This design comes from an exercise in tuning for small area on the open sky130 flow, not from production work.
In this exercise RTL edits were held to simulation tests only and were not proved equivalent to the original.
The clock cells of runs 1 to 3, 5 and 7 to 11 come from the design's own scripts or RTL, not from TritonCTS.
The clock port is modelled as an ideal driver, which makes a skipped or thinned clock tree look cheaper than it is; a real chip needs a root buffer or a tree.
No activity file was given, so power comes from the tool's default toggle rates.

==> design.v <==
module counter_peripheral (
    input  logic        clk,
    input  logic        rst_n,
    input  logic        awvalid,
    output logic        awready,
    input  logic [31:0] awaddr,
    input  logic        wvalid,
    output logic        wready,
    input  logic [31:0] wdata,
    input  logic [3:0]  wstrb,
    output logic        bvalid,
    input  logic        bready,
    output logic [1:0]  bresp,
    input  logic        arvalid,
    output logic        arready,
    input  logic [31:0] araddr,
    output logic        rvalid,
    input  logic        rready,
    output logic [31:0] rdata,
    output logic [1:0]  rresp
);
    logic [31:1] ctrl_hi;      
    logic        ctrl0;        
    logic        ctrl_v;       
    logic [31:0] init_val;
    logic        init_v;       
    logic [31:0] count;
    logic        count_v;      
    logic        ctrl_prev;    
    logic        wait_st;
    logic        wa_ctrl, wa_init;    
    logic        rerr;
    wire aw_hi0 = (awaddr[31:4] == 28'd0) && (awaddr[1:0] == 2'd0);
    wire aw_c   = aw_hi0 && (awaddr[3:2] == 2'b00);
    wire aw_i   = aw_hi0 && (awaddr[3:2] == 2'b10);
    wire ar_hi0 = (araddr[31:4] == 28'd0) && (araddr[1:0] == 2'd0);
    wire ar_c   = ar_hi0 && (araddr[3:2] == 2'b00);
    wire ar_n   = ar_hi0 && (araddr[3:2] == 2'b01);
    wire ar_i   = ar_hi0 && (araddr[3:2] == 2'b10);
    wire idle    = !bvalid && !wait_st;
    wire aw_hs   = idle && awvalid && awready;
    wire w_hs    = idle && wvalid && wready;
    wire wr_aw   = wait_st && !awready && awvalid;    
    wire wr_w    = wait_st && !wready && wvalid;      
    wire wr_now  = (aw_hs && w_hs) || wr_aw;          
    wire we_ctrl = (wr_now && aw_c) || (wr_w && wa_ctrl);
    wire we_init = (wr_now && aw_i) || (wr_w && wa_init);
    wire aw_take = aw_hs || wr_aw;
    assign bresp = 2'b00;
    assign rresp = {rerr, 1'b0};
    always_ff @(posedge clk or negedge rst_n) begin
        if (!rst_n) begin
            awready <= 1'b0;
            wready  <= 1'b0;
            bvalid  <= 1'b0;
            wait_st <= 1'b0;
            wa_ctrl <= 1'b1;
            wa_init <= 1'b0;
        end else begin
            if (aw_take) begin
                wa_ctrl <= aw_c;
                wa_init <= aw_i;
            end
            if (bvalid) begin
                if (bready) bvalid <= 1'b0;
            end else if (!wait_st) begin
                if (aw_hs) begin
                    awready <= 1'b0;
                    if (w_hs) begin
                        wready <= 1'b0;
                        bvalid <= 1'b1;
                    end else begin
                        wready  <= 1'b1;
                        wait_st <= 1'b1;
                    end
                end else if (w_hs) begin
                    awready <= 1'b1;
                    wready  <= 1'b0;
                    wait_st <= 1'b1;
                end else begin
                    awready <= 1'b1;
                    wready  <= 1'b1;
                end
            end else if (wr_w) begin
                wready  <= 1'b0;
                bvalid  <= 1'b1;
                wait_st <= 1'b0;
            end else if (wr_aw) begin
                awready <= 1'b0;
                bvalid  <= 1'b1;
                wait_st <= 1'b0;
            end
        end
    end
    wire load = ctrl0 && !ctrl_prev;    
    wire inc  = ctrl0 && ctrl_prev;     
    always_ff @(posedge clk or negedge rst_n) begin
        if (!rst_n) begin
            ctrl0     <= 1'b0;
            ctrl_v    <= 1'b0;
            init_v    <= 1'b0;
            count_v   <= 1'b0;
            ctrl_prev <= 1'b0;
        end else begin
            ctrl_prev <= ctrl0;
            if (we_ctrl) begin
                ctrl0  <= wdata[0];
                ctrl_v <= 1'b1;
            end
            if (we_init) init_v <= 1'b1;
            if (load) count_v <= 1'b1;
        end
    end
    logic [31:0] ones;                              
    assign ones[0] = 1'b1;
    for (genvar i = 1; i < 32; i++) begin : g_ones
        assign ones[i] = ones[i-1] & count[i-1];
    end
    wire [31:0] cnt_inc = count ^ ({32{inc}} & ones);    
    always_ff @(posedge clk) begin
        ctrl_hi  <= ({31{we_ctrl}} & wdata[31:1]) | ({31{!we_ctrl}} & ctrl_hi);
        init_val <= ({32{we_init}} & wdata) | ({32{!we_init}} & init_val);
        count    <= ({32{load && init_v}} & init_val) | ({32{!load}} & cnt_inc);
    end
    always_ff @(posedge clk or negedge rst_n) begin
        if (!rst_n) begin
            arready <= 1'b0;
            rvalid  <= 1'b0;
        end else if (rvalid) begin
            if (rready) rvalid <= 1'b0;
        end else begin
            arready <= 1'b1;
            if (arvalid && arready) begin
                arready <= 1'b0;
                rvalid  <= 1'b1;
            end
        end
    end
    always_ff @(posedge clk) begin
        rerr  <= (rvalid && rerr) || (!rvalid && !(ar_c || ar_n || ar_i));
        rdata <= ({32{rvalid}} & rdata)
               | ({32{!rvalid && ar_c}} & {ctrl_v ? ctrl_hi : 31'd0, ctrl0})
               | ({32{!rvalid && ar_n && count_v}} & count)
               | ({32{!rvalid && ar_i && init_v}} & init_val);
    end
endmodule
==> flow/run.sh <==
#!/bin/bash
# The standard layout with changes that only affect area:
#  - after the standard synthesis, its combinational cells are re-mapped by ABC
#    with an area-oriented script (registers are left exactly as synthesized);
#  - ports are buffered with the smallest buffer, buf_1;
#  - the clock tree is a small balanced two-level tree (flow/manual_cts.tcl):
#    clock port -> one root buffer -> a few leaf buffers -> the flip-flops.
set -euo pipefail
HERE=$(pwd)
RES=$HERE/orfs/results/$FLOW_PLATFORM/counter_peripheral/base
export BUFFER_PORTS_ARGS="-buffer_cell sky130_fd_sc_hd__buf_1"
export PRE_CTS_TCL=$HERE/flow/pre_cts.tcl
export MCTS_DIR=$HERE/flow
export MCTS_CLOCK_PORT=clk
export MCTS_LEAF=sky130_fd_sc_hd__buf_12
export MCTS_ROOT=sky130_fd_sc_hd__buf_8
export MCTS_MAX_SINKS=29

bash standard.sh synth > standard_synth.log 2>&1

# Re-map the logic of the standard netlist.
cp $RES/1_2_yosys.v $HERE/standard_netlist.v
printf 'set_driving_cell sky130_fd_sc_hd__buf_1\nset_load 5\n' > $HERE/abc.constr
YOSYS=$FLOW_HOME/../tools/install/yosys/bin/yosys
[[ -x $YOSYS ]] || YOSYS=yosys
LIB=$FLOW_HOME/platforms/$FLOW_PLATFORM/lib/sky130_fd_sc_hd__tt_025C_1v80.lib \
NETLIST_IN=$HERE/standard_netlist.v NETLIST_OUT=$HERE/remapped_netlist.v \
ABC_SCRIPT=$HERE/flow/area.abc ABC_CONSTR=$HERE/abc.constr \
  $YOSYS -c $HERE/flow/remap.ys > remap_yosys.log 2>&1
cp $HERE/remapped_netlist.v $RES/1_2_yosys.v
rm -f $RES/1_synth.odb $RES/1_synth.sdc

bash standard.sh > standard_flow.log 2>&1
==> flow/area.abc <==
strash
ifraig
scorr
dc2
strash
&get -n
&dch -f
&nf -R 1000
&put
stime -c
==> flow/manual_cts.tcl <==
# A small balanced clock tree: the clock port drives one root buffer, which
# drives a few leaf buffers; each leaf buffer drives one cluster of the
# clock sinks (clusters of nearly equal size, found by k-means on the sink
# locations). Every sink is two buffers from the port.
proc manual_cts_build { leaf_master root_master max_sinks } {
  set db [ord::get_db]
  set block [ord::get_db_block]
  set clk_net [$block findNet $::env(MCTS_CLOCK_PORT)]
  set sinks {}
  foreach it [$clk_net getITerms] {
    set inst [$it getInst]
    lappend sinks [list $it {*}[$inst getLocation]]
  }
  set n [llength $sinks]
  set k [expr {int(ceil(double($n) / $max_sinks))}]
  if { $k < 1 } { set k 1 }
  # k-means with capacity: seed centres along the x-sorted list
  set sorted [lsort -real -index 1 $sinks]
  set centres {}
  for {set c 0} {$c < $k} {incr c} {
    set lo [expr {$c * $n / $k}]
    set hi [expr {($c + 1) * $n / $k - 1}]
    set tx 0.0; set ty 0.0
    for {set i $lo} {$i <= $hi} {incr i} {
      set s [lindex $sorted $i]
      set tx [expr {$tx + [lindex $s 1]}]; set ty [expr {$ty + [lindex $s 2]}]
    }
    set m [expr {$hi - $lo + 1}]
    lappend centres [list [expr {$tx / $m}] [expr {$ty / $m}]]
  }
  set cap [expr {int(ceil(double($n) / $k))}]
  for {set iter 0} {$iter < 30} {incr iter} {
    # all (sink, centre) distances, assign greedily by distance with capacity
    set pairs {}
    set i 0
    foreach s $sinks {
      set c 0
      foreach ctr $centres {
        set d [expr {abs([lindex $s 1] - [lindex $ctr 0]) + abs([lindex $s 2] - [lindex $ctr 1])}]
        lappend pairs [list $d $i $c]
        incr c
      }
      incr i
    }
    set pairs [lsort -real -index 0 $pairs]
    array unset assign
    array unset count
    for {set c 0} {$c < $k} {incr c} { set count($c) 0 }
    foreach p $pairs {
      lassign $p d i c
      if { [info exists assign($i)] } { continue }
      if { $count($c) >= $cap } { continue }
      set assign($i) $c
      incr count($c)
    }
    set new {}
    array unset sx
    array unset sy
    for {set c 0} {$c < $k} {incr c} { set sx($c) 0.0; set sy($c) 0.0 }
    for {set i 0} {$i < $n} {incr i} {
      set c $assign($i)
      set s [lindex $sinks $i]
      set sx($c) [expr {$sx($c) + [lindex $s 1]}]; set sy($c) [expr {$sy($c) + [lindex $s 2]}]
    }
    for {set c 0} {$c < $k} {incr c} {
      lappend new [list [expr {$sx($c) / max(1, $count($c))}] [expr {$sy($c) / max(1, $count($c))}]]
    }
    set centres $new
  }
  set lm [$db findMaster $leaf_master]
  set rm [$db findMaster $root_master]
  # root buffer at the centre of the leaf buffers
  set rx 0.0; set ry 0.0
  foreach ctr $centres { set rx [expr {$rx + [lindex $ctr 0]}]; set ry [expr {$ry + [lindex $ctr 1]}] }
  set rx [expr {int($rx / $k)}]; set ry [expr {int($ry / $k)}]
  set root [odb::dbInst_create $block $rm clkbuf_root]
  $root setLocation $rx $ry
  $root setPlacementStatus PLACED
  set root_net [odb::dbNet_create $block clknet_root]
  $root_net setSigType CLOCK
  [$root findITerm X] connect $root_net
  set leaves {}
  for {set c 0} {$c < $k} {incr c} {
    set leaf [odb::dbInst_create $block $lm clkbuf_leaf_$c]
    $leaf setLocation [expr {int([lindex $centres $c 0])}] [expr {int([lindex $centres $c 1])}]
    $leaf setPlacementStatus PLACED
    set net [odb::dbNet_create $block clknet_leaf_$c]
    $net setSigType CLOCK
    [$leaf findITerm X] connect $net
    [$leaf findITerm A] connect $root_net
    lappend leaves $net
  }
  for {set i 0} {$i < $n} {incr i} {
    set it [lindex $sinks $i 0]
    $it disconnect
    $it connect [lindex $leaves $assign($i)]
  }
  [$root findITerm A] connect $clk_net
  $clk_net setSigType CLOCK
  puts "manual CTS: $n sinks, $k leaf buffers ($leaf_master), root $root_master, cluster sizes [lmap c [lsort -integer [array names count]] {set count($c)}]"
}
==> flow/pre_cts.tcl <==
# Sourced by ORFS's CTS step before clock_tree_synthesis: replace TritonCTS
# by the small balanced tree of manual_cts.tcl. The rest of the CTS step
# (legalisation, timing repair) runs as usual.
source [file join $::env(MCTS_DIR) manual_cts.tcl]
rename clock_tree_synthesis __tritoncts_unused
proc clock_tree_synthesis { args } {
  manual_cts_build $::env(MCTS_LEAF) $::env(MCTS_ROOT) $::env(MCTS_MAX_SINKS)
  set_propagated_clock [all_clocks]
}
==> flow/remap.ys <==
# Re-map the combinational cells of the standard synthesis netlist for area.
# Flip-flops (and tie cells) are kept as black boxes, so the registers keep
# their instance names, cell types and output nets.
yosys read_liberty -ignore_miss_func $::env(LIB)
yosys read_verilog $::env(NETLIST_IN)
yosys hierarchy -top $::env(FLOW_TOP)
yosys blackbox sky130_fd_sc_hd__df* sky130_fd_sc_hd__edf* sky130_fd_sc_hd__sdf* sky130_fd_sc_hd__conb_1
yosys flatten
yosys rename -hide w:*.*
yosys opt_clean
yosys stat -liberty $::env(LIB)
yosys abc -script $::env(ABC_SCRIPT) -liberty $::env(LIB) -dont_use sky130_fd_sc_hd__lpflow_bleeder_1 -dont_use sky130_fd_sc_hd__lpflow_clkbufkapwr_1 -dont_use sky130_fd_sc_hd__lpflow_clkbufkapwr_16 -dont_use sky130_fd_sc_hd__lpflow_clkbufkapwr_2 -dont_use sky130_fd_sc_hd__lpflow_clkbufkapwr_4 -dont_use sky130_fd_sc_hd__lpflow_clkbufkapwr_8 -dont_use sky130_fd_sc_hd__lpflow_clkinvkapwr_1 -dont_use sky130_fd_sc_hd__lpflow_clkinvkapwr_16 -dont_use sky130_fd_sc_hd__lpflow_clkinvkapwr_2 -dont_use sky130_fd_sc_hd__lpflow_clkinvkapwr_4 -dont_use sky130_fd_sc_hd__lpflow_clkinvkapwr_8 -dont_use sky130_fd_sc_hd__lpflow_decapkapwr_12 -dont_use sky130_fd_sc_hd__lpflow_decapkapwr_3 -dont_use sky130_fd_sc_hd__lpflow_decapkapwr_4 -dont_use sky130_fd_sc_hd__lpflow_decapkapwr_6 -dont_use sky130_fd_sc_hd__lpflow_decapkapwr_8 -dont_use sky130_fd_sc_hd__lpflow_inputiso0n_1 -dont_use sky130_fd_sc_hd__lpflow_inputiso0p_1 -dont_use sky130_fd_sc_hd__lpflow_inputiso1n_1 -dont_use sky130_fd_sc_hd__lpflow_inputiso1p_1 -dont_use sky130_fd_sc_hd__lpflow_inputisolatch_1 -dont_use sky130_fd_sc_hd__lpflow_isobufsrc_1 -dont_use sky130_fd_sc_hd__lpflow_isobufsrc_16 -dont_use sky130_fd_sc_hd__lpflow_isobufsrc_2 -dont_use sky130_fd_sc_hd__lpflow_isobufsrc_4 -dont_use sky130_fd_sc_hd__lpflow_isobufsrc_8 -dont_use sky130_fd_sc_hd__lpflow_isobufsrckapwr_16 -dont_use sky130_fd_sc_hd__lpflow_lsbuf_lh_hl_isowell_tap_1 -dont_use sky130_fd_sc_hd__lpflow_lsbuf_lh_hl_isowell_tap_2 -dont_use sky130_fd_sc_hd__lpflow_lsbuf_lh_hl_isowell_tap_4 -dont_use sky130_fd_sc_hd__lpflow_lsbuf_lh_isowell_4 -dont_use sky130_fd_sc_hd__lpflow_lsbuf_lh_isowell_tap_1 -dont_use sky130_fd_sc_hd__lpflow_lsbuf_lh_isowell_tap_2 -dont_use sky130_fd_sc_hd__lpflow_lsbuf_lh_isowell_tap_4 -dont_use sky130_fd_sc_hd__probe_p_8 -dont_use sky130_fd_sc_hd__probec_p_8  -constr $::env(ABC_CONSTR) -D 4000
yosys opt_clean -purge
yosys stat -liberty $::env(LIB)
yosys write_verilog -noattr -nohex -nodec $::env(NETLIST_OUT)
==> standard.sh <==
#!/bin/bash
# synth_recipe.tcl (not shown) runs the flow's synth.tcl, then flattens the netlist and writes it again
# the make line also repeats each setting of config.mk as NAME=value (left out here)
make -C /OpenROAD-flow-scripts/flow DESIGN_CONFIG=/design/flow/config.mk WORK_HOME=/design/flow/orfs CLKGATE_MAP_FILE= SYNTH_SCRIPT=/design/flow/synth_recipe.tcl "${@:-finish}"
==> config.mk <==
export PLATFORM = sky130hd
export DESIGN_NAME = counter_peripheral
export DESIGN_NICKNAME = counter_peripheral
export VERILOG_FILES = /design/flow/design.v
export SDC_FILE = /design/flow/constraint.sdc
export NUM_CORES = 4
export LEC_CHECK = 0
export CAP_MARGIN = 20
export CORE_MARGIN = 2
export CORE_UTILIZATION = 60
export SLEW_MARGIN = 20
==> constraint.sdc <==
create_clock -name core_clock -period 4.0 [get_ports {clk}]
set_input_delay 0.8000 -clock core_clock [delete_from_list [all_inputs] [get_ports {clk}]]
set_output_delay 0.8000 -clock core_clock [all_outputs]
set_load 0.01 [all_outputs]
==> results of run 1 <==
where the power goes:
part	internal, mW	switching (mW)
logic	0.0754	0.140
registers	1.53	0.0262
clock network	0.226	0.416
worst min-delay path, cell delays in order (launching register included):
cell,delay (ps)
dfxtp_1,340
nand2_1,50
o21ai_0,50
worst min-delay path by stage:
stage	to	slack [ps]	from	cells after the start
2_1_floorplan	count_v	420	count_v	1
3_3_place_gp	rdata[18]	440	rdata[18]	2
3_5_place_dp	rdata[18]	440	rdata[18]	2
4_1_cts	rdata[18]	470	rdata[18]	2
5_1_grt	rdata[14]	490	rdata[14]	2
6_report	rdata[18]	460	rdata[18]	2
stage by stage:
stage	hold WS (ps)	area [µm²]	std cells	total power [mW]	utilization, %
5_1_grt	493	6180	705	2.49	72.0
3_3_place_gp	437	6070	699	1.79	70.6
2_1_floorplan	425	5270	437	1.70	-
4_1_cts	471	6180	705	2.43	72.0
6_report	465	6180	705	2.42	72.0
3_5_place_dp	443	6070	699	1.81	70.6
cell type report:
class	instances	area [µm²]
sequential	141	3530
fill	631	2410
multi-input combinational	291	1740
timing repair buffer	154	643
tap	108	135
buffer	6	115
inverter	5	18.8
routing by layer:
metal	share of wire, %	up-vias	routed length, µm	global-route usage, %
li1	-	2032	-	-
met1	40	2055	4960	34.0
met2	52	171	6440	47.6
met3	7.2	14	901	2.52
met4	1.0	0	129	4.91
met5	0	-	0	0
==> impl_metrics.json, run 1 <==
{
  "status": "finished clean",
  "holdBufCountCts": 0,
  "crit_path_frequent_cell": "nor2_1",
  "antenna_found_initial": 0,
  "syn-instance-count": 435,
  "wl_per_cell_um": 17.6,
  "overflow": 0,
  "rsz0062_at_grt": "no",
  "worstPathArrival_ps": 3870,
  "grt_max_degree": 37,
  "rr_endpoint": "count[31]",
  "die_w_um": 97.7,
  "place_ws_ps": 439,
  "num_rows": 34,
  "grt_pass1_wl_um": 20500,
  "worst_r2r_path_depth": 17,
  "crit_path_start_kind": "flip-flop",
  "slew_viol_final": 0,
  "setup_tns_ps": 0,
  "leakage_nw": 2.01,
  "first_global_vias": 4264,
  "dieArea_mm2": 0.00954,
  "syn_to_final_growth_pct": 17.5,
  "path_max_fanout": 7,
  "crit_family": "simple AND/OR/NAND/NOR gates",
  "timing.rr.start": "count[0]",
  "vdd_drop_max_mv": 0.395,
  "path_buf_inv": 1,
  "crit_slowest_cell": "dfxtp_1",
  "clk_pin_slew_ps": 110,
  "syn_area_mm2": 0.00526,
  "place_congestion": 0.825,
  "io_buffers": 140,
  "finalHoldViolations": 0,
  "setup_viol": 0,
  "via_per_inst": 6.06,
  "avgSynthCellArea_um2": 12.1,
  "cp.required_ps": 4220,
  "post-dp-hpwl_um": 8220,
  "fin_crit_ps": 3650,
  "r2r_slack_ps": 350,
  "endpoint_kind": "flip-flop",
  "relSlewSlack_pct": 50.2,
  "fin_skew_ps": 10.2,
  "drt-initial-drc-count": 305,
  "worst_pin_slew_ps": 747,
  "start_util_pct": 61.2,
  "crit_start": "count[0]",
  "yosysWarningCount": 1,
  "layout_common_cells": "buf_1, edfxtp_1, dfxtp_1",
  "final_nets": 706,
  "totalWireLength_um": 12400,
  "path_class": "reg2reg",
  "num_vias": 4272,
  "die_y_um": 97.7,
  "grt_usage_pct": 26.0,
  "path_depth": 17,
  "powerDensity_mw_per_mm2": 391,
  "final_common_cell": "buf_1",
  "post_cts_buffers": 0,
  "cts_resized": 0,
  "pin_count": 148,
  "drive_above_1_share_pct": 3.85,
  "ant_nets": 0,
  "finalCritPeriodShare_pct": 91.2,
  "drv_cap": 0,
  "core_mm2": 0.00859,
  "firstDrtPassIters": 8,
  "fmax_mhz": 274,
  "hp-class": "reg2reg",
  "antennaDiodeCount": 0,
  "crit_end": "count[31]",
  "fin_ws_ps": 352,
  "worstSkewPairLatency_ps": 340,
  "cpPeakStageDelay_ps": 480,
  "drc": 0,
  "cp_cell_sequence": "nand3_1, nor2_1, and4_1, nand4_1, nor2_1, nand2_1, nor2_1, and3_1, nand2_1, nor2_1, and3_1, and2_0, nand3_1, clkinv_1, nand4_1, a32oi_1, o21ai_0"
}
==> run 2: changes to the inputs <==
--- a/flow/run.sh
+++ b/flow/run.sh
@@ -14,7 +14,7 @@
 export MCTS_CLOCK_PORT=clk
 export MCTS_LEAF=sky130_fd_sc_hd__buf_12
 export MCTS_ROOT=sky130_fd_sc_hd__buf_8
-export MCTS_MAX_SINKS=29
+export MCTS_MAX_SINKS=24
 
 bash standard.sh synth > standard_synth.log 2>&1
 
==> run 2 against run 1 <==
  * Final cell count up 0.14%
  * Sequential power hardly changed
  * Maximum frequency grew 0.95%
  * Sequential share of layout area fell by 0.18 points
  * Clock skew is 2.5 ps higher
  * Combinational power barely moved
  * Cell area increased by 0.32%
  * Flip-flop and latch count unchanged
  * Critical path depth is the same
  * Total power grew 1.4%
  * Global-route usage is essentially flat
  * Worst setup slack better by 34 ps
  * Critical path type unchanged
  * Highest routed layer unchanged
==> impl_metrics.json, run 2 <==
{
  "antennaDiodeCount": 0,
  "status": "finished clean",
  "totalWireLength_um": 12400,
  "clk_pin_slew_ps": 100,
  "path_class": "reg2reg",
  "yosysWarningCount": 1,
  "dieArea_mm2": 0.00954,
  "power.internal_mw": 1.87,
  "post_cts_buffers": 0,
  "fin_crit_ps": 3610,
  "finish.utilization_pct": 72.2,
  "syn-instance-count": 435,
  "drc": 0,
  "worstSkewPairLatency_ps": 340,
  "slew_viol_final": 0,
  "combPwrFrac_pct": 8.8,
  "r2r_slack_ps": 390,
  "pwr-share-seq_pct": 63.7,
  "num_rows": 34,
  "die_w_um": 97.7,
  "syn_area_mm2": 0.00526,
  "avgSynthCellArea_um2": 12.1,
  "place_congestion": 0.825,
  "powerDensity_mw_per_mm2": 395,
  "whs_path_depth": 2,
  "post-dp-hpwl_um": 8220,
  "timing.rr.start": "ctrl_prev",
  "crit_path_start_kind": "flip-flop",
  "worstPathArrival_ps": 3840,
  "drive_above_1_share_pct": 4.01,
  "relSlewSlack_pct": 50.0,
  "grt_pass1_wl_um": 20500,
  "p_sw_share_pct": 23.6,
  "worst_pin_slew_ps": 750,
  "via_per_inst": 6.06,
  "drv_cap": 0,
  "core_mm2": 0.00859,
  "ant_nets": 0,
  "num_vias": 4277,
  "multi_input_area_mm2": 0.00174,
  "setup_viol": 0,
  "start_util_pct": 61.2,
  "antenna_found_initial": 0,
  "cp.required_ps": 4230,
  "first_global_vias": 4272,
  "holdBufCountCts": 0,
  "fmax_mhz": 277,
  "holdPathEnd": "rdata[26]",
  "cp_cell_sequence": "nand4_1, nor2_1, and4_1, nand4_1, nor2_1, nand2_1, nor2_1, and3_1, nand2_1, nor2_1, and3_1, and2_0, nand3_1, clkinv_1, nand4_1, a32oi_1, o21ai_0",
  "regArea_mm2": 0.00353,
  "grt_usage_pct": 26.0,
  "cts_resized": 0,
  "final_nets": 707,
  "crit_slowest_cell": "dfrtp_1",
  "leakage_nw": 2.02,
  "rsz0062_at_grt": "no",
  "vdd_drop_max_mv": 0.369,
  "firstDrtPassIters": 6,
  "setup_tns_ps": 0,
  "drt-initial-drc-count": 294,
  "finalHoldViolations": 0,
  "power_mw": 2.45,
  "grt_max_degree": 37,
  "wl_per_cell_um": 17.6,
  "finalCritPeriodShare_pct": 90.3,
  "fin_skew_ps": 12.7,
  "cpPeakStageDelay_ps": 470,
  "pin_count": 148,
  "hp-class": "reg2reg",
  "rr_endpoint": "count[31]",
  "num-fill-cells": 625,
  "syn_to_final_growth_pct": 17.9,
  "path_max_fanout": 8,
  "hold_path_startpoint": "rdata[26]",
  "worst_r2r_path_depth": 17,
  "endpoint_kind": "flip-flop",
  "overflow": 0,
  "pwr-share-clk_pct": 27.5,
  "crit_path_frequent_cell": "nor2_1",
  "p_sw_mw": 0.577,
  "die_y_um": 97.7,
  "layout_common_cells": "buf_1, edfxtp_1, dfxtp_1",
  "io_buffers": 140,
  "final_common_cell": "buf_1"
}
-- run 2: cell count changes in the layout (fill, tap and decap cells not counted), sizes merged --
cell | before | now
buf | 160 | 161
-- run 2: power groups by stage --
stage	Clock, mW	Combinational, mW	Sequential [mW]
after floorplan	0	0.0727	1.62
after global placement	0	0.207	1.59
after detailed placement	0	0.218	1.59
after CTS	0.696	0.218	1.56
after global routing	0.742	0.238	1.56
final	0.674	0.215	1.56
-- run 2: critical path: cells and delay by family, from the launching register on --
family          cells  cell delay [ps]
compound gates      2              320
flops               1              470
simple gates       14             2590
buf+inv             1              110
-- run 2: routing by layer --
metal	vias up	track usage, %	share of wire [%]
li1	2030	-	-
met1	2060	34.6	40
met2	172	47.2	52
met3	15	2.66	6.8
met4	0	4.38	1.3
met5	-	0	0
-- run 2: worst max path at each step --
stage | startpoint | to | slack (ps)
2_1_floorplan | rvalid | rdata[12] | 130
3_3_place_gp | ctrl_prev | count[31] | 600
3_5_place_dp | count[0] | count[31] | 440
4_1_cts | ctrl_prev | count[31] | 430
5_1_grt | count[0] | count[31] | 60
6_report | ctrl_prev | count[31] | 390
-- run 2: through the flow --
step / hold WS, ps / std cells / area, µm² / setup WS, ps
after global placement: 437 / 699 / 6070 / 602
final: 462 / 706 / 6200 / 386
after CTS: 467 / 706 / 6200 / 429
after global routing: 489 / 706 / 6200 / 63.7
after detailed placement: 443 / 699 / 6070 / 439
after floorplan: 425 / 437 / 5270 / 133
-- run 2: layout make-up --
| type | count | area share [%] |
|---|---|---|
| Sequential cell | 141 | 56.9 |
| Timing Repair Buffer | 154 | 10.4 |
| Multi-Input combinational cell | 291 | 28.1 |
| Inverter | 5 | 0.302 |
| Tap cell | 108 | 2.18 |
| Buffer | 7 | 2.18 |
==> run 3: changes to the inputs <==
--- a/config.mk
+++ b/config.mk
@@ -5,7 +5,7 @@
 export SDC_FILE = /design/flow/constraint.sdc
 export NUM_CORES = 4
 export LEC_CHECK = 0
-export CAP_MARGIN = 20
+export CAP_MARGIN = 0
 export CORE_MARGIN = 2
 export CORE_UTILIZATION = 60
-export SLEW_MARGIN = 20
+export SLEW_MARGIN = 0
==> run 3 against run 2 <==
  * Largest power group unchanged
  * Total power is the same
  * Hold slack is the same
  * Combinational power is essentially flat
  * Cell area is the same
  * Critical path type unchanged
  * Still clean
  * Sequential power is essentially flat
  * Maximum frequency is the same
  * Via count is the same
==> impl_metrics.json, run 3 <==
{
  "num-fill-cells": 625,
  "grt_usage_pct": 26.0,
  "timing.rr.start": "ctrl_prev",
  "rsz0062_at_grt": "no",
  "setup_tns_ps": 0,
  "die_y_um": 97.7,
  "final_common_cell": "buf_1",
  "wl_per_cell_um": 17.6,
  "slew_viol_final": 0,
  "grt_use_met1_pct": 34.6,
  "dieArea_mm2": 0.00954,
  "totalWireLength_um": 12400,
  "rr_endpoint": "count[31]",
  "worst_pin_slew_ps": 750,
  "drt-initial-drc-count": 294,
  "status": "finished clean",
  "crit_slowest_cell": "dfrtp_1",
  "fin_crit_ps": 3610,
  "finish.utilization_pct": 72.2,
  "hold_slack_ps": 462,
  "place_congestion": 0.825,
  "drv_cap": 0,
  "hold_path_startpoint": "rdata[26]",
  "crit_family": "simple AND/OR/NAND/NOR gates",
  "worstPathArrival_ps": 3840,
  "die_w_um": 97.7,
  "drive_above_1_share_pct": 4.01,
  "path_class": "reg2reg",
  "hp-class": "reg2reg",
  "fin_skew_ps": 12.7,
  "worst_r2r_path_depth": 17,
  "syn-instance-count": 435,
  "grt_pass1_wl_um": 20500,
  "syn_area_mm2": 0.00526,
  "whs_path_depth": 2,
  "avgSynthCellArea_um2": 12.1,
  "yosysWarningCount": 1,
  "powerDensity_mw_per_mm2": 395,
  "crit_path_frequent_cell": "nor2_1",
  "clk_pin_slew_ps": 100,
  "path_max_fanout": 8,
  "cp.required_ps": 4230,
  "drc": 0,
  "core_mm2": 0.00859,
  "globalRouteMet3Util_pct": 2.66,
  "worstSkewPairLatency_ps": 340,
  "via_per_inst": 6.06,
  "grt_most_used_layer": "met2",
  "post-dp-hpwl_um": 8220,
  "multi_input_area_mm2": 0.00174,
  "crit_path_start_kind": "flip-flop",
  "holdBufCountCts": 0,
  "leakage_nw": 2.02,
  "cts_resized": 0,
  "endpoint_kind": "flip-flop",
  "fmax_mhz": 277,
  "cp_cell_sequence": "nand4_1, nor2_1, and4_1, nand4_1, nor2_1, nand2_1, nor2_1, and3_1, nand2_1, nor2_1, and3_1, and2_0, nand3_1, clkinv_1, nand4_1, a32oi_1, o21ai_0",
  "antenna_found_initial": 0,
  "grt_max_degree": 37,
  "layout_common_cells": "buf_1, edfxtp_1, dfxtp_1",
  "syn_to_final_growth_pct": 17.9,
  "start_util_pct": 61.2,
  "holdPathEnd": "rdata[26]",
  "place_area_mm2": 0.00607,
  "setup_viol": 0,
  "path_buf_inv": 1,
  "final_nets": 707,
  "relSlewSlack_pct": 50.0,
  "cpPeakStageDelay_ps": 470,
  "num_rows": 34,
  "vdd_drop_max_mv": 0.369,
  "r2r_slack_ps": 390,
  "gr-usage-met2_pct": 47.2,
  "final_cell_area_mm2": 0.00620,
  "finalCritPeriodShare_pct": 90.3,
  "first_global_vias": 4272,
  "io_buffers": 140,
  "regArea_mm2": 0.00353,
  "num_vias": 4277,
  "overflow": 0,
  "antennaDiodeCount": 0,
  "pin_count": 148,
  "finalHoldViolations": 0,
  "post_cts_buffers": 0,
  "firstDrtPassIters": 6,
  "ant_nets": 0
}
run 3: tightest hold or removal path, cell delays in order, from the launching register on:
cell,delay (ps)
dfxtp_1,330
nand2_1,50
o21ai_0,50
run 3: how the worst max path moves through the flow:
stage | slack (ps) | cells past startpoint | endpoint | startpoint
4_1_cts | 430 | 17 | count[31] | ctrl_prev
6_report | 390 | 17 | count[31] | ctrl_prev
3_5_place_dp | 440 | 17 | count[31] | count[0]
5_1_grt | 60 | 17 | count[31] | count[0]
2_1_floorplan | 130 | 4 | rdata[12] | rvalid
3_3_place_gp | 600 | 17 | count[31] | ctrl_prev
run 3: where the power goes:
group,internal [mW],switching [mW],leakage [nW]
sequential,1.53,0.0269,1.25
combinational,0.0754,0.139,0.704
clock,0.263,0.411,0.0638
run 3: metrics by stage:
step | power (mW) | cells | worst slack [ps]
2_1_floorplan | 1.70 | 437 | 133
3_3_place_gp | 1.79 | 699 | 602
3_5_place_dp | 1.81 | 699 | 439
4_1_cts | 2.47 | 706 | 429
5_1_grt | 2.54 | 706 | 63.7
6_report | 2.45 | 706 | 386
run 3: final cells by class:
type / count / area share (%)
tap: 108 / 2.18
inverter: 5 / 0.302
sequential: 141 / 56.9
multi-input combinational: 291 / 28.1
timing repair buffer: 154 / 10.4
buffer: 7 / 2.18
run 3: metal layers:
metal	part of all wire, %	vias up
li1	-	2030
met1	40	2060
met2	52	172
met3	6.8	15
met4	1.3	0
met5	0	-
==> run 4: changes to the inputs <==
--- a/config.mk
+++ b/config.mk
@@ -5,7 +5,7 @@
 export SDC_FILE = /design/flow/constraint.sdc
 export NUM_CORES = 4
 export LEC_CHECK = 0
-export CAP_MARGIN = 0
+export CAP_MARGIN = 20
 export CORE_MARGIN = 2
-export CORE_UTILIZATION = 60
-export SLEW_MARGIN = 0
+export CORE_UTILIZATION = 85
+export SLEW_MARGIN = 20
==> run 4 against run 3 <==
  * The run now fails in global placement (3_3_place_gp)
  * Area after synthesis stayed put
  * Synthesized cell count stayed put
==> impl_metrics.json, run 4 <==
{
  "die_y_um": 82.7,
  "avgSynthCellArea_um2": 12.1,
  "firstError": "[ERROR GPL-0301] Utilization 105.017 % exceeds 100%.",
  "num_rows": 28,
  "pin_count": 148,
  "lastStage": "global placement (3_3_place_gp)",
  "io_buffers": 140,
  "syn-instance-count": 435,
  "status": "stopped before the end",
  "start_util_pct": 88.4,
  "die_w_um": 82.7,
  "yosysWarningCount": 1,
  "syn_area_mm2": 0.00526
}
==> run 5: changes to the inputs <==
--- a/config.mk
+++ b/config.mk
@@ -7,5 +7,5 @@
 export LEC_CHECK = 0
 export CAP_MARGIN = 20
 export CORE_MARGIN = 2
-export CORE_UTILIZATION = 85
+export CORE_UTILIZATION = 75
 export SLEW_MARGIN = 20
==> run 5 against run 4 <==
  * The run now finishes clean
  * Area after synthesis unchanged
  * Synthesized cell count unchanged
==> impl_metrics.json, run 5 <==
{
  "p_sw_mw": 0.589,
  "combPwrFrac_pct": 8.1,
  "core_mm2": 0.00679,
  "die_y_um": 87.8,
  "syn_area_mm2": 0.00526,
  "finalCritPeriodShare_pct": 91.0,
  "worst_pin_slew_ps": 921,
  "grt_usage_pct": 35.0,
  "place_ws_ps": 353,
  "cpPeakStageDelay_ps": 470,
  "power.internal_mw": 1.87,
  "finalHoldViolations": 0,
  "dp.cells": 685,
  "r2r_slack_ps": 360,
  "holdPathEnd": "rdata[18]",
  "whs_path_depth": 2,
  "syn_to_final_growth_pct": 17.4,
  "fin_cells": 692,
  "dieArea_mm2": 0.00770,
  "rsz0062_at_grt": "no",
  "cp_cell_sequence": "nand3_1, nor2_1, and4_1, nand4_1, nor2_1, nand2_1, nor2_2, and3_1, nand2_1, nor2_1, and3_1, and2_0, nand3_1, clkinv_1, nand4_1, a32oi_1, o21ai_0",
  "path_max_fanout": 7,
  "die_w_um": 87.8,
  "io_buffers": 140,
  "via_per_inst": 6.62,
  "path_buf_inv": 1,
  "firstDrtPassIters": 9,
  "place_congestion": 0.839,
  "ant_nets": 0,
  "path_class": "reg2reg",
  "overflow": 0,
  "drt-initial-drc-count": 533,
  "grt_pass1_wl_um": 21000,
  "first_global_vias": 4536,
  "fmax_mhz": 275,
  "totalWireLength_um": 13600,
  "layout_common_cells": "buf_1, edfxtp_1, dfxtp_1",
  "antenna_found_initial": 0,
  "setup_tns_ps": 0,
  "drive_above_1_share_pct": 4.03,
  "grt_max_degree": 35,
  "crit_path_start_kind": "flip-flop",
  "drv_cap": 0,
  "drc": 0,
  "relSlewSlack_pct": 38.5,
  "syn-instance-count": 435,
  "leakage_nw": 2.00,
  "worstPathArrival_ps": 3860,
  "post-dp-hpwl_um": 8890,
  "cp.required_ps": 4230,
  "fin_crit_ps": 3640,
  "num_rows": 30,
  "crit_family": "simple AND/OR/NAND/NOR gates",
  "fin_ws_ps": 361,
  "wl_per_cell_um": 19.7,
  "status": "finished clean",
  "avgSynthCellArea_um2": 12.1,
  "timing.rr.start": "count[0]",
  "final_nets": 705,
  "hp-class": "reg2reg",
  "yosysWarningCount": 1,
  "antennaDiodeCount": 0,
  "setup_viol": 0,
  "pwr-share-seq_pct": 64.5,
  "hold_path_startpoint": "rdata[18]",
  "crit_slowest_cell": "dfxtp_1",
  "num-fill-cells": 283,
  "powerDensity_mw_per_mm2": 398,
  "fin_skew_ps": 7.05,
  "clk_pin_slew_ps": 90,
  "start_util_pct": 77.5,
  "pin_count": 148,
  "worst_r2r_path_depth": 17,
  "p_sw_share_pct": 23.9,
  "final_common_cell": "buf_1",
  "worstSkewPairLatency_ps": 340,
  "vdd_drop_max_mv": 0.524,
  "slew_viol_final": 0,
  "num_vias": 4581,
  "crit_path_frequent_cell": "nor2_1",
  "rr_endpoint": "count[31]",
  "endpoint_kind": "flip-flop",
  "pwr-share-clk_pct": 27.3,
  "holdBufCountCts": 0
}
run 5: power by group through the flow:
stage	sequential, mW	combinational (mW)	clock, mW
floorplan	1.62	0.0727	0
global placement	1.61	0.177	0
detailed placement	1.62	0.193	0
CTS	1.59	0.197	0.671
global route	1.59	0.217	0.716
finish	1.59	0.200	0.673
run 5: repair_timing:
item / in CTS / in global routing
setup buffers: 0 / 0
resized for setup: 0 / 2
endpoints found under the setup margin: 0 / 2
run 5: metrics by stage:
step / hold WS, ps / area (µm²) / utilization [%] / total power, mW
global route: 499 / 6180 / 90.9 / 2.52
floorplan: 425 / 5270 / - / 1.70
CTS: 468 / 6170 / 90.9 / 2.45
global placement: 435 / 6040 / 88.9 / 1.79
detailed placement: 445 / 6040 / 88.9 / 1.81
finish: 462 / 6180 / 90.9 / 2.46
run 5: area by class of cell:
class                   count  area (µm²)  share of cell area (%)
plain buffers               7         135                    2.19
inverters                   5        18.8                   0.304
multi-input cells         291        1750                    28.3
flip-flops and latches    141        3530                    57.1
well taps                  96         120                    1.94
repair buffers            152         628                    10.2
run 5: worst reg2reg max path, delay by kind of cell (launching register included):
family	cells	cell delay, ps
buf+inv	1	120
compound gates	2	320
flops	1	470
simple gates	14	2620
run 5: worst max-delay path by stage:
stage,cells after the start,from,to
6_report,17,count[0],count[31]
5_1_grt,17,ctrl_prev,count[31]
4_1_cts,17,ctrl0,count[31]
3_5_place_dp,17,ctrl0,count[31]
3_3_place_gp,17,ctrl0,count[31]
2_1_floorplan,4,rvalid,rdata[12]
run 5: metal layers:
metal	wire [µm]	global-route usage (%)	vias to the layer above
li1	-	-	2032
met1	4840	42.8	2145
met2	6940	62.5	343
met3	1390	5.09	61
met4	457	14.4	0
met5	0	0	-
==> run 6: changes to the inputs <==
==> flow/area.abc (replaced) <==
strash
ifraig
scorr
dc2
strash
&get -n
&dc2
&dch -f
&nf -R 1000
&put
stime -c
--- a/config.mk
+++ b/config.mk
@@ -7,5 +7,5 @@
 export LEC_CHECK = 0
 export CAP_MARGIN = 20
 export CORE_MARGIN = 2
-export CORE_UTILIZATION = 75
+export CORE_UTILIZATION = 80
 export SLEW_MARGIN = 20
==> run 6 against run 5 <==
  * The flow now stops in global routing (5_1_grt)
  * Synthesized cell count up 0.69%
  * Area after synthesis is 0.97% lower
==> impl_metrics.json, run 6 <==
{
  "status": "stopped before the end",
  "lastStage": "global routing (5_1_grt)",
  "firstError": "[ERROR GRT-0232] Routing congestion too high. Check the congestion heatmap in the GUI.",
  "die_w_um": 84.7,
  "die_y_um": 84.7,
  "io_buffers": 140,
  "avgSynthCellArea_um2": 11.9,
  "holdBufCountCts": 0,
  "syn-instance-count": 438,
  "post-dp-hpwl_um": 10700,
  "worst_endpoint": "count[30]$_DFF_P_/D",
  "yosysWarningCount": 1,
  "start_util_pct": 82.5,
  "grt_usage_pct": 87.0,
  "syn_area_mm2": 0.00521,
  "overflow": 144,
  "pin_count": 148,
  "worstEndpointType": "register data pin",
  "grt_max_degree": 35,
  "place_congestion": 0.821,
  "num_rows": 29
}
run 6: routing by layer:
metal  global-route usage (%)  overflow
met2                      101        63
met3                     69.7         0
met1                     87.1         0
met5                     9.79         1
met4                     99.6        80
run 6: stage by stage:
stage,worst slack [ps],setup TNS (ps),instance area [µm²],instances
floorplan,598,0,5220,440
global placement,322,0,5940,667
detailed placement,-189,-393,5940,667
CTS,28.0,0,6100,675
run 6: worst min path at each step:
stage,from,to,slack (ps),cells past startpoint
after CTS,ctrl0,ctrl_prev,430,0
after floorplan,flip-flop,count[12],430,2
after global placement,rdata[31],rdata[31],440,2
after detailed placement,rdata[15],rdata[15],450,2
run 6: repair_timing:
action	4_1_cts
buffers inserted	1
setup endpoints to repair	8
resized for setup	13
run 6: power groups by stage:
stage                     Sequential (mW)  Clock [mW]  Combinational [mW]
after detailed placement             1.59           0               0.214
after CTS                            1.56       0.682               0.220
after floorplan                      1.62           0              0.0723
after global placement               1.59           0               0.196
==> run 7: changes to the inputs <==
--- a/config.mk
+++ b/config.mk
@@ -7,5 +7,5 @@
 export LEC_CHECK = 0
 export CAP_MARGIN = 20
 export CORE_MARGIN = 2
-export CORE_UTILIZATION = 80
+export CORE_UTILIZATION = 70
 export SLEW_MARGIN = 20
==> run 7 against run 6 <==
  * The run now finishes clean
  * Area after synthesis did not move
  * Synthesized cell count did not move
==> impl_metrics.json, run 7 <==
{
  "multi_input_area_mm2": 0.00167,
  "crit_family": "simple AND/OR/NAND/NOR gates",
  "num-fill-cells": 440,
  "num_vias": 4289,
  "num_rows": 31,
  "fin_skew_ps": 10.9,
  "yosysWarningCount": 1,
  "crit_path_start_kind": "flip-flop",
  "relSlewSlack_pct": 51.9,
  "endpoint_kind": "flip-flop",
  "leakage_nw": 2.02,
  "drv_cap": 0,
  "holdBufCountCts": 0,
  "firstDrtPassIters": 7,
  "die_w_um": 90.3,
  "final_common_cell": "buf_1",
  "powerDensity_mw_per_mm2": 397,
  "crit_path_frequent_cell": "and3_1",
  "path_buf_inv": 0,
  "slew_viol_final": 0,
  "grt_usage_pct": 29.1,
  "drc": 0,
  "path_class": "reg2reg",
  "first_global_vias": 4253,
  "rsz0062_at_grt": "no",
  "cp_cell_sequence": "nand4_1, nor2_1, and2_0, and3_1, and3_1, and2_1, and3_1, and3_2, and4_1, and3_2, nand3_1, nor2_2, and3_1, nand2_1, nand3_1, o211ai_1",
  "fin_crit_ps": 3690,
  "regArea_mm2": 0.00353,
  "crit_slowest_cell": "dfrtp_1",
  "cts_resized": 0,
  "ant_nets": 0,
  "whs_path_depth": 2,
  "finalCritPeriodShare_pct": 92.3,
  "io_buffers": 140,
  "die_y_um": 90.3,
  "avgSynthCellArea_um2": 11.9,
  "clk_pin_slew_ps": 90,
  "cp.required_ps": 4210,
  "place_congestion": 0.893,
  "antenna_found_initial": 0,
  "vdd_drop_max_mv": 0.421,
  "start_util_pct": 72.2,
  "antennaDiodeCount": 0,
  "worst_r2r_path_depth": 16,
  "power_mw": 2.43,
  "cpPeakStageDelay_ps": 440,
  "setup_tns_ps": 0,
  "layout_common_cells": "buf_1, nand2_1, edfxtp_1",
  "hp-class": "reg2reg",
  "path_max_fanout": 6,
  "dieArea_mm2": 0.00815,
  "grt_pass1_wl_um": 19600,
  "final_nets": 708,
  "core_mm2": 0.00721,
  "totalWireLength_um": 11900,
  "drive_above_1_share_pct": 4.34,
  "fmax_mhz": 271,
  "via_per_inst": 6.14,
  "grt_max_degree": 37,
  "wl_per_cell_um": 17.1,
  "overflow": 0,
  "worstSkewPairLatency_ps": 330,
  "post-dp-hpwl_um": 8020,
  "path_depth": 16,
  "pin_count": 148,
  "status": "finished clean",
  "finalHoldViolations": 0,
  "worstPathArrival_ps": 3900,
  "syn-instance-count": 438,
  "syn_to_final_growth_pct": 17.4,
  "syn_area_mm2": 0.00521,
  "setup_viol": 0,
  "post_cts_buffers": 0,
  "drt-initial-drc-count": 369,
  "worst_pin_slew_ps": 722
}
## run 7: worst paths after layout
path,from,endpoint,slack (ps)
max in group asynchronous,rst_n,arready,3050
max,ctrl_prev,count[31],310
min,rdata[19],rdata[19],460
min in group asynchronous,rst_n,ctrl_v,490
min reg2reg,rdata[19],rdata[19],460
max reg2reg,ctrl_prev,count[31],310
## run 7: worst min-delay path: cells and delay by family, from the launching register on
kind,cells,cell delay (ps)
AND/OR/NAND/NOR,1,50
AO/OA/AOI/OAI,1,50
flip-flops,1,330
## run 7: power by group
part           switching [mW]  internal, mW
Combinational           0.136        0.0736
Sequential             0.0267          1.53
Clock                   0.396         0.263
Total                   0.559          1.87
## run 7: final cells by class
| class | instances | share of cell area [%] |
|---|---|---|
| repair buffers | 152 | 10.3 |
| plain buffers | 7 | 2.21 |
| inverters | 8 | 0.491 |
| multi-input cells | 291 | 27.3 |
| well taps | 99 | 2.02 |
| flip-flops and latches | 141 | 57.7 |
## run 7: per-stage QoR
step | cells | worst slack (ps) | hold slack [ps] | cell area, µm² | util (%)
after floorplan | 440 | 598 | 435 | 5220 | -
after global placement | 691 | 396 | 436 | 5980 | 82.9
after detailed placement | 691 | 145 | 447 | 5980 | 82.9
after CTS | 698 | 94.5 | 469 | 6110 | 84.7
after global routing | 698 | 46.2 | 483 | 6120 | 84.8
final | 698 | 309 | 464 | 6120 | 84.8
## run 7: layer usage
metal,routed length [µm],GRT usage (%)
met1,4570,35.2
met3,868,3.59
met4,245,8.97
met5,0,0
met2,6250,54.6
==> run 8: changes to the inputs <==
--- a/config.mk
+++ b/config.mk
@@ -7,5 +7,6 @@
 export LEC_CHECK = 0
 export CAP_MARGIN = 20
 export CORE_MARGIN = 2
-export CORE_UTILIZATION = 70
+export CORE_UTILIZATION = 75
+export GPL_ROUTABILITY_DRIVEN = 0
 export SLEW_MARGIN = 20
==> run 8 against run 7 <==
  * Critical path type unchanged
  * Die area decreased by 6.4%
  * Flip-flop and latch count did not move
  * Synthesized cell count is the same
  * Hold slack improved by 2.7 ps
  * Critical endpoint unchanged
  * Highest routed layer unchanged
==> impl_metrics.json, run 8 <==
{
  "holdPathEnd": "rdata[12]",
  "yosysWarningCount": 1,
  "num_vias": 4414,
  "fin_crit_ps": 3760,
  "hp-class": "reg2reg",
  "regArea_mm2": 0.00353,
  "die_w_um": 87.4,
  "timing.rr.start": "count[3]",
  "pin_count": 148,
  "setup_tns_ps": 0,
  "num-fill-cells": 309,
  "wl_per_cell_um": 18.9,
  "worstSkewPairLatency_ps": 330,
  "via_per_inst": 6.51,
  "overflow": 0,
  "worst_r2r_path_depth": 16,
  "powerDensity_mw_per_mm2": 401,
  "grt_pass1_wl_um": 19900,
  "worstPathArrival_ps": 3970,
  "leakage_nw": 2.01,
  "die_y_um": 87.4,
  "totalWireLength_um": 12800,
  "setup_viol": 0,
  "path_class": "reg2reg",
  "io_buffers": 140,
  "r2r_slack_ps": 240,
  "drc": 0,
  "hold_slack_ps": 467,
  "syn_area_mm2": 0.00521,
  "clk_pin_slew_ps": 90,
  "antennaDiodeCount": 0,
  "hold_path_startpoint": "rdata[12]",
  "path_max_fanout": 6,
  "firstDrtPassIters": 8,
  "fin_cells": 678,
  "layout_common_cells": "buf_1, nand2_1, edfxtp_1",
  "multi_input_area_mm2": 0.00167,
  "status": "finished clean",
  "grt_max_degree": 36,
  "syn-instance-count": 438,
  "drt-initial-drc-count": 575,
  "final_common_cell": "buf_1",
  "worst_pin_slew_ps": 865,
  "endpoint_kind": "flip-flop",
  "drv_cap": 0,
  "rr_endpoint": "count[31]",
  "vdd_drop_max_mv": 0.446,
  "finish.utilization_pct": 90.0,
  "relSlewSlack_pct": 42.3,
  "post-dp-hpwl_um": 8790,
  "dp.cells": 671,
  "slew_viol_final": 0,
  "avgSynthCellArea_um2": 11.9,
  "start_util_pct": 77.1,
  "crit_path_start_kind": "flip-flop",
  "dieArea_mm2": 0.00763,
  "finalCritPeriodShare_pct": 93.9,
  "finalHoldViolations": 0,
  "grt_usage_pct": 33.2,
  "first_global_vias": 4258,
  "final_nets": 707,
  "whs_path_depth": 2,
  "syn_to_final_growth_pct": 16.6,
  "num_rows": 30,
  "ant_nets": 0,
  "cp.required_ps": 4220,
  "core_mm2": 0.00676,
  "antenna_found_initial": 0,
  "fin_skew_ps": 8.39,
  "post_cts_buffers": 0,
  "power_mw": 2.43,
  "rsz0062_at_grt": "no",
  "fmax_mhz": 266,
  "drive_above_1_share_pct": 4.52
}
-- run 8: what timing repair did --
action                                  CTS  global route
endpoints found under the setup margin    0             7
hold buffers                              0             0
resized for setup                         0             9
-- run 8: layout make-up --
cell class / count / area share (%)
sequential: 141 / 58.1
tap: 80 / 1.65
inverter: 8 / 0.494
timing repair buffer: 151 / 10.0
buffer: 7 / 2.22
multi-input combinational: 291 / 27.5
-- run 8: per-stage QoR --
| stage | worst slack, ps | cell area (µm²) |
|---|---|---|
| 6_report | 244 | 6080 |
| 3_3_place_gp | 318 | 5930 |
| 5_1_grt | 12.5 | 6080 |
| 3_5_place_dp | 29.8 | 5930 |
| 2_1_floorplan | 598 | 5220 |
| 4_1_cts | 11.8 | 6070 |
-- run 8: worst max path at each step --
stage | from | to | cells past startpoint
after floorplan | ctrl0 | count[31] | 16
final | count[3] | count[31] | 16
after detailed placement | count[0] | count[31] | 16
after CTS | count[0] | count[31] | 16
after global routing | count[1] | count[31] | 16
after global placement | count[0] | count[31] | 16
-- run 8: layer usage --
| metal | vias up | wire [µm] | track usage, % |
|---|---|---|---|
| met3 | 34 | 1140 | 3.32 |
| li1 | 2019 | - | - |
| met5 | - | 0 | 0 |
| met4 | 0 | 281 | 9.37 |
| met1 | 2079 | 4580 | 41.5 |
| met2 | 282 | 6830 | 61.4 |
-- run 8: critical path: stages (launching register included) --
cell and delay, ps:
dfxtp_1 450, nand4_1 130, nor2_1 190, and2_1 240
and3_2 260, and3_1 230, and2_1 220, and3_1 270
and3_2 260, and4_1 290, and3_2 250, nand3_1 160
nor2_2 170, and3_1 220, nand2_1 100, nand3_1 90
o211ai_1 90
-- run 8: power breakdown --
group	switching (mW)	internal (mW)
Combinational	0.140	0.0736
Clock	0.394	0.263
Sequential	0.0302	1.53
Total	0.564	1.87
==> run 9: changes to the inputs <==
--- a/config.mk
+++ b/config.mk
@@ -8,5 +8,5 @@
 export CAP_MARGIN = 20
 export CORE_MARGIN = 2
 export CORE_UTILIZATION = 75
-export GPL_ROUTABILITY_DRIVEN = 0
+export PLACE_DENSITY = 0.92
 export SLEW_MARGIN = 20
==> run 9 against run 8 <==
  * Largest cell class unchanged
  * Sequential share of layout area shrank 0.32 points
  * Flip-flop and latch count unchanged
  * Clock power grew 2%
  * Core utilization is 0.50 points higher
  * Via count increased by 2.6%
  * Wire length rose by 9.2%
  * Worst setup slack lost 46 ps
  * Critical path type unchanged
  * Hold slack worse by 2.3 ps
  * Global-route usage up 3.4 points
  * Register-to-register slack lost 50 ps
  * Cell area is 0.56% higher
==> impl_metrics.json, run 9 <==
{
  "status": "finished clean",
  "drive_above_1_share_pct": 5.17,
  "die_w_um": 87.4,
  "first_global_vias": 4665,
  "syn-instance-count": 438,
  "drt-initial-drc-count": 469,
  "overflow": 0,
  "io_buffers": 140,
  "num_vias": 4530,
  "wl_met2_um": 7390,
  "post-dp-hpwl_um": 9060,
  "worstPathArrival_ps": 4020,
  "cpPeakStageDelay_ps": 410,
  "finish.utilization_pct": 90.5,
  "syn_area_mm2": 0.00521,
  "antennaDiodeCount": 0,
  "clk_pin_slew_ps": 90,
  "rsz0062_at_grt": "no",
  "fin_crit_ps": 3800,
  "fmax_mhz": 263,
  "crit_slowest_cell": "dfxtp_1",
  "grt_pass1_wl_um": 21700,
  "worst_pin_slew_ps": 878,
  "grt_max_degree": 34,
  "start_util_pct": 77.1,
  "grt_usage_pct": 36.6,
  "path_max_fanout": 6,
  "drv_cap": 0,
  "endpoint_kind": "flip-flop",
  "holdBufCountCts": 0,
  "ant_nets": 0,
  "finalCritPeriodShare_pct": 95.1,
  "wl_met1_um": 4820,
  "pin_count": 148,
  "fin_ws_ps": 198,
  "via_per_inst": 6.66,
  "dieArea_mm2": 0.00763,
  "vdd_drop_max_mv": 0.432,
  "firstDrtPassIters": 7,
  "yosysWarningCount": 1,
  "wl_per_cell_um": 20.6,
  "totalWireLength_um": 14000,
  "cp.required_ps": 4220,
  "power_mw": 2.45,
  "final_nets": 709,
  "setup_viol": 0,
  "relSlewSlack_pct": 41.4,
  "die_y_um": 87.4,
  "core_mm2": 0.00676,
  "leakage_nw": 2.02,
  "powerDensity_mw_per_mm2": 401,
  "syn_to_final_growth_pct": 17.3,
  "num_rows": 30,
  "layout_common_cells": "buf_1, nand2_1, edfxtp_1",
  "place_ws_ps": 35.3,
  "place_congestion": 0.911,
  "slew_viol_final": 0,
  "cp_cell_sequence": "nand4_1, nor2_1, and2_0, and3_1, and3_1, and2_1, and3_2, and3_2, and4_2, and3_2, nand3_2, nor2_2, and3_1, nand2_1, nand3_1, o211ai_1",
  "highest-signal-layer": "met4",
  "worstSkewPairLatency_ps": 340,
  "hp-class": "reg2reg",
  "drc": 0,
  "crit_path_start_kind": "flip-flop",
  "path_class": "reg2reg",
  "setup_tns_ps": 0,
  "antenna_found_initial": 0,
  "dr_wl_met3_um": 1410,
  "final_common_cell": "buf_1",
  "avgSynthCellArea_um2": 11.9,
  "finalHoldViolations": 0,
  "fin_skew_ps": 12.9
}
==> run 9: per-layer routing <==
layer | GRT usage, % | vias to the layer above
met5 | 0 | -
met4 | 17.8 | 0
met2 | 64.8 | 331
li1 | - | 2019
met3 | 4.45 | 43
met1 | 44.3 | 2137
==> run 9: layout make-up <==
type                    count  area [µm²]
flip-flops and latches    141        3530
multi-input cells         291        1680
fillers                   299         644
repair buffers            153         636
plain buffers               7         135
well taps                  80         100
inverters                   8        30.0
==> run 9: per-stage QoR <==
stage                     hold slack [ps]  area, µm²  cells
after floorplan                       435       5220    440
after global placement                436       5940    670
after detailed placement              443       5940    670
after CTS                             467       6080    677
after global routing                  474       6110    680
final                                 464       6110    680
==> run 9: worst max-delay path, delay by kind of cell (launching register included) <==
kind	cells	cell delay, ps
simple gates	15	3150
compound gates	1	110
flops	1	410
==> run 9: path summary, 6_finish.rpt <==
| path | from | to | slack, ps | cells after the start |
|---|---|---|---|---|
| worst max-delay path | count[2] | count[31] | 200 | 16 |
| worst min-delay path | rdata[14] | rdata[14] | 460 | 2 |
| worst max register to register | count[2] | count[31] | 200 | 16 |
| worst min register to register | rdata[14] | rdata[14] | 460 | 2 |
| max in group asynchronous | rst_n | ctrl0 | 3000 | 1 |
| min in group asynchronous | rst_n | count_v | 490 | 1 |
==> run 9: repair_timing <==
item,4_1_cts,5_1_grt
resized for setup,4,5
buffers inserted,0,3
endpoints found under the setup margin,2,4
==> run 9: report_power, final <==
group | switching (mW) | internal, mW | leakage, nW
Combinational | 0.116 | 0.0739 | 0.708
Sequential | 0.0590 | 1.53 | 1.25
Clock | 0.409 | 0.263 | 0.0638
Total | 0.584 | 1.87 | 2.02
==> run 10: changes to the inputs <==
--- a/config.mk
+++ b/config.mk
@@ -8,5 +8,4 @@
 export CAP_MARGIN = 20
 export CORE_MARGIN = 2
 export CORE_UTILIZATION = 75
-export PLACE_DENSITY = 0.92
 export SLEW_MARGIN = 20
==> run 10 against run 9 <==
  * Combinational power rose by 12%
  * Wire length is 8.4% lower
  * Largest cell class unchanged
  * Flip-flop and latch count is the same
  * First-iteration DRC count grew 23%
  * Highest routed layer unchanged
  * Die area is the same
  * Core utilization is 0.50 points lower
==> impl_metrics.json, run 10 <==
{
  "status": "finished clean",
  "slew_viol_final": 0,
  "overflow": 0,
  "num-fill-cells": 309,
  "rsz0062_at_grt": "no",
  "ant_nets": 0,
  "pwr-share-seq_pct": 64.3,
  "fmax_mhz": 266,
  "layout_common_cells": "buf_1, nand2_1, edfxtp_1",
  "combPwrFrac_pct": 8.8,
  "finalCritPeriodShare_pct": 93.9,
  "final_common_cell": "buf_1",
  "wl_per_cell_um": 18.9,
  "syn_area_mm2": 0.00521,
  "syn_to_final_growth_pct": 16.6,
  "place_congestion": 0.817,
  "setup_viol": 0,
  "pwr-share-clk_pct": 27.0,
  "post-dp-hpwl_um": 8790,
  "num_vias": 4414,
  "worstPathArrival_ps": 3970,
  "totalWireLength_um": 12800,
  "clk_pin_slew_ps": 90,
  "finalHoldViolations": 0,
  "powerDensity_mw_per_mm2": 401,
  "via_per_inst": 6.51,
  "cp.required_ps": 4220,
  "grt_usage_pct": 33.2,
  "drv_cap": 0,
  "die_y_um": 87.4,
  "syn-instance-count": 438,
  "power_mw": 2.43,
  "drt-initial-drc-count": 575,
  "place_area_mm2": 0.00593,
  "num_rows": 30,
  "setup_tns_ps": 0,
  "final_cell_area_mm2": 0.00608,
  "vdd_drop_max_mv": 0.446,
  "worst_pin_slew_ps": 865,
  "start_util_pct": 77.1,
  "io_buffers": 140,
  "dieArea_mm2": 0.00763,
  "die_w_um": 87.4,
  "p_sw_mw": 0.564,
  "yosysWarningCount": 1,
  "pin_count": 148,
  "place_ws_ps": 29.8,
  "p_sw_share_pct": 23.2,
  "power.internal_mw": 1.87,
  "post_cts_buffers": 0,
  "firstDrtPassIters": 8,
  "grt_pass1_wl_um": 19900,
  "fin_ws_ps": 244,
  "path_max_fanout": 6,
  "antenna_found_initial": 0,
  "final_nets": 707,
  "fin_skew_ps": 8.39,
  "drive_above_1_share_pct": 4.52,
  "first_global_vias": 4258,
  "path_class": "reg2reg",
  "avgSynthCellArea_um2": 11.9,
  "fin_crit_ps": 3760,
  "leakage_nw": 2.01,
  "hp-class": "reg2reg",
  "antennaDiodeCount": 0,
  "grt_max_degree": 36,
  "relSlewSlack_pct": 42.3,
  "worstSkewPairLatency_ps": 330,
  "crit_path_start_kind": "flip-flop",
  "endpoint_kind": "flip-flop",
  "drc": 0,
  "finish.utilization_pct": 90.0,
  "core_mm2": 0.00676
}
## run 10: final cells by class
type	count	area [µm²]	share of cell area, %
Buffer	7	135	2.22
Multi-Input combinational cell	291	1670	27.5
Timing Repair Buffer	151	608	10.0
Sequential cell	141	3530	58.1
Inverter	8	30.0	0.494
Tap cell	80	100	1.65
## run 10: path summary, 6_finish.rpt
check,cells past startpoint,endpoint,startpoint,slack [ps]
max reg2reg,16,count[31],count[3],240
min in group asynchronous,1,rvalid,rst_n,480
min reg2reg,2,rdata[12],rdata[12],470
max in group asynchronous,1,ctrl_prev,rst_n,3020
min,2,rdata[12],rdata[12],470
max,16,count[31],count[3],240
## run 10: timing repair
action                     in CTS  in global routing
gates resized for setup         0                  9
setup endpoints to repair       0                  7
hold buffers                    0                  0
## run 10: power by group through the flow
stage / logic (mW) / clock network, mW / registers [mW]
2_1_floorplan: 0.0723 / 0 / 1.62
3_3_place_gp: 0.197 / 0 / 1.59
3_5_place_dp: 0.212 / 0 / 1.59
4_1_cts: 0.213 / 0.660 / 1.56
5_1_grt: 0.236 / 0.701 / 1.57
6_report: 0.213 / 0.657 / 1.56
## run 10: worst max-delay path: stages (launching register included)
cell and delay [ps]:
dfxtp_1 450, nand4_1 130, nor2_1 190, and2_1 240, and3_2 260, and3_1 230, and2_1 220, and3_1 270
and3_2 260, and4_1 290, and3_2 250, nand3_1 160, nor2_2 170, and3_1 220, nand2_1 100, nand3_1 90
o211ai_1 90
## run 10: routing by layer
layer  wire length (µm)  GRT usage, %  vias to the layer above
li1                   -             -                     2019
met1               4580          41.5                     2079
met2               6830          61.4                      282
met3               1140          3.32                       34
met4                281          9.37                        0
met5                  0             0                        -
## run 10: through the flow
stage / hold slack (ps) / instances
floorplan: 435 / 440
global placement: 436 / 671
detailed placement: 444 / 671
CTS: 466 / 678
global route: 480 / 678
finish: 467 / 678
==> run 11: changes to the inputs <==
--- a/flow/run.sh
+++ b/flow/run.sh
@@ -14,7 +14,7 @@
 export MCTS_CLOCK_PORT=clk
 export MCTS_LEAF=sky130_fd_sc_hd__buf_12
 export MCTS_ROOT=sky130_fd_sc_hd__buf_8
-export MCTS_MAX_SINKS=24
+export MCTS_MAX_SINKS=29
 
 bash standard.sh synth > standard_synth.log 2>&1
 
==> flow/area.abc (replaced) <==
strash
ifraig
scorr
dc2
strash
&get -n
&dch -f
&nf -R 1000
&put
stime -c
==> run 11 against run 10 <==
  * Critical path depth up 1
  * Via count rose by 4.1%
  * Sequential share of layout area down 0.77 points
  * Worst setup slack better by 130 ps
  * Synthesized cell count decreased by 0.68%
  * Clock power shrank 5.2%
  * Area after synthesis is 0.98% higher
  * Maximum frequency is 3.6% higher
  * Cell area grew 1.3%
  * Total power is 1.3% lower
  * Global-route usage is 3.7 points higher
  * Final cell count rose by 1.9%
  * Critical path type unchanged
  * Critical endpoint unchanged
==> impl_metrics.json, run 11 <==
{
  "status": "finished clean",
  "hold_slack_ps": 468,
  "die_w_um": 87.8,
  "worst_r2r_path_depth": 17,
  "endpoint_kind": "flip-flop",
  "power_mw": 2.40,
  "highest-signal-layer": "met4",
  "antenna_found_initial": 0,
  "path_class": "reg2reg",
  "overflow": 0,
  "via_per_inst": 6.65,
  "fin_ws_ps": 375,
  "finish.utilization_pct": 90.7,
  "hp-class": "in2async",
  "syn_area_mm2": 0.00526,
  "drc": 0,
  "yosysWarningCount": 1,
  "clk_pin_slew_ps": 110,
  "worst_pin_slew_ps": 952,
  "dr_wl_met3_um": 1430,
  "worstSkewPairLatency_ps": 330,
  "num_rows": 30,
  "rr_endpoint": "count[31]",
  "grt_max_degree": 35,
  "io_buffers": 140,
  "num_vias": 4594,
  "slew_viol_final": 0,
  "post-dp-hpwl_um": 8890,
  "path_max_fanout": 11,
  "crit_path_start_kind": "flip-flop",
  "r2r_slack_ps": 380,
  "relSlewSlack_pct": 36.5,
  "setup_viol": 0,
  "cp.required_ps": 4210,
  "finalCritPeriodShare_pct": 90.6,
  "place_congestion": 0.839,
  "fin_crit_ps": 3620,
  "powerDensity_mw_per_mm2": 390,
  "place_ws_ps": 353,
  "totalWireLength_um": 13900,
  "dieArea_mm2": 0.00770,
  "layout_common_cells": "buf_1, edfxtp_1, dfxtp_1",
  "worstPathArrival_ps": 3840,
  "holdBufCountCts": 0,
  "final_common_cell": "buf_1",
  "first_global_vias": 4611,
  "leakage_nw": 2.00,
  "drv_cap": 0,
  "drt-initial-drc-count": 534,
  "wl_met2_um": 7020,
  "rsz0062_at_grt": "no",
  "core_mm2": 0.00679,
  "firstDrtPassIters": 8,
  "grt_usage_pct": 36.9,
  "syn_to_final_growth_pct": 17.0,
  "fin_skew_ps": 7.81,
  "pin_count": 148,
  "avgSynthCellArea_um2": 12.1,
  "antennaDiodeCount": 0,
  "syn-instance-count": 435,
  "timing.rr.start": "ctrl0",
  "ant_nets": 0,
  "wl_per_cell_um": 20.2,
  "grt_pass1_wl_um": 22000,
  "drive_above_1_share_pct": 4.03,
  "final_nets": 704,
  "fmax_mhz": 276,
  "setup_tns_ps": 0,
  "wl_met1_um": 4780,
  "start_util_pct": 77.5,
  "finalHoldViolations": 0,
  "die_y_um": 87.8,
  "vdd_drop_max_mv": 0.335
}
## run 11: cell type report
class | instances | area [µm²]
inverter | 5 | 18.8
tap | 96 | 120
timing repair buffer | 152 | 628
multi-input combinational | 291 | 1750
sequential | 141 | 3530
fill | 294 | 634
buffer | 6 | 115
## run 11: critical path, stage by stage (launching register included)
cell and delay [ps]:
dfrtp_2 490, nand4_1 110, nor2_1 110, and4_1 250, nand4_1 120, nor2_1 220
nand2_1 180, nor2_2 200, and3_1 250, nand2_1 130, nor2_1 190, and3_1 240
and2_0 280, nand3_1 140, clkinv_1 120, nand4_1 160, a32oi_1 210, o21ai_0 110
## run 11: routing by layer
layer,track usage [%],vias to the layer above
met1,45.1,2112
met3,4.62,78
li1,-,2029
met2,65.4,375
met5,0,-
met4,17.5,0
## run 11: how the worst max path moves through the flow
stage	startpoint	to	slack, ps	cells after the start
CTS	ctrl0	count[31]	290	17
finish	ctrl0	count[31]	380	17
floorplan	rvalid	rdata[12]	130	4
global placement	ctrl0	count[31]	540	17
detailed placement	ctrl0	count[31]	350	17
global route	ctrl0	count[31]	30	17
## run 11: where the power goes
group / internal, mW / switching (mW) / leakage (nW)
clock network: 0.226 / 0.397 / 0.0544
logic: 0.0752 / 0.122 / 0.693
registers: 1.53 / 0.0512 / 1.25
## run 11: what timing repair did
action                                  in CTS  in global routing
setup buffers                                0                  0
resized for setup                            0                  3
endpoints found under the setup margin       0                  4
endpoints found under the hold margin        0                  0
## run 11: stage by stage
stage / std cells / cell area, µm²
detailed placement: 685 / 6040
finish: 691 / 6160
CTS: 691 / 6150
floorplan: 437 / 5270
global route: 691 / 6160
global placement: 685 / 6040

## separate check: timing with driven ports
In the flow no input, the clock included, has a driving cell. The finished layouts below were timed again as built, in two steps. Step 1: set_driving_cell puts a clkbuf_16 on clk and a buf_2 on each other input, an assumption about the parent block. Step 2, shift: input delay + t, output delay - t, t = (earliest + latest rising clock arrival at the registers) / 2. This alone moves slack from input paths to output paths. a / b / c = no drivers / after step 1 / after step 2; a / b = the first two.
run | t, ns | setup WS [ns]
run 1 | 0.364 | 0.352 / 0.352 / 0.352
run 2 | 0.367 | 0.386 / 0.386 / 0.386
run 3 | 0.367 | 0.386 / 0.386 / 0.386
run 5 | 0.373 | 0.361 / 0.361 / 0.361
run 7 | 0.364 | 0.309 / 0.309 / 0.309
run 8 | 0.359 | 0.244 / 0.244 / 0.244
run 9 | 0.371 | 0.198 / 0.198 / 0.198
run 10 | 0.359 | 0.244 / 0.244 / 0.244
run 11 | 0.359 | 0.375 / 0.375 / 0.375
After both steps every run listed still meets setup and hold.
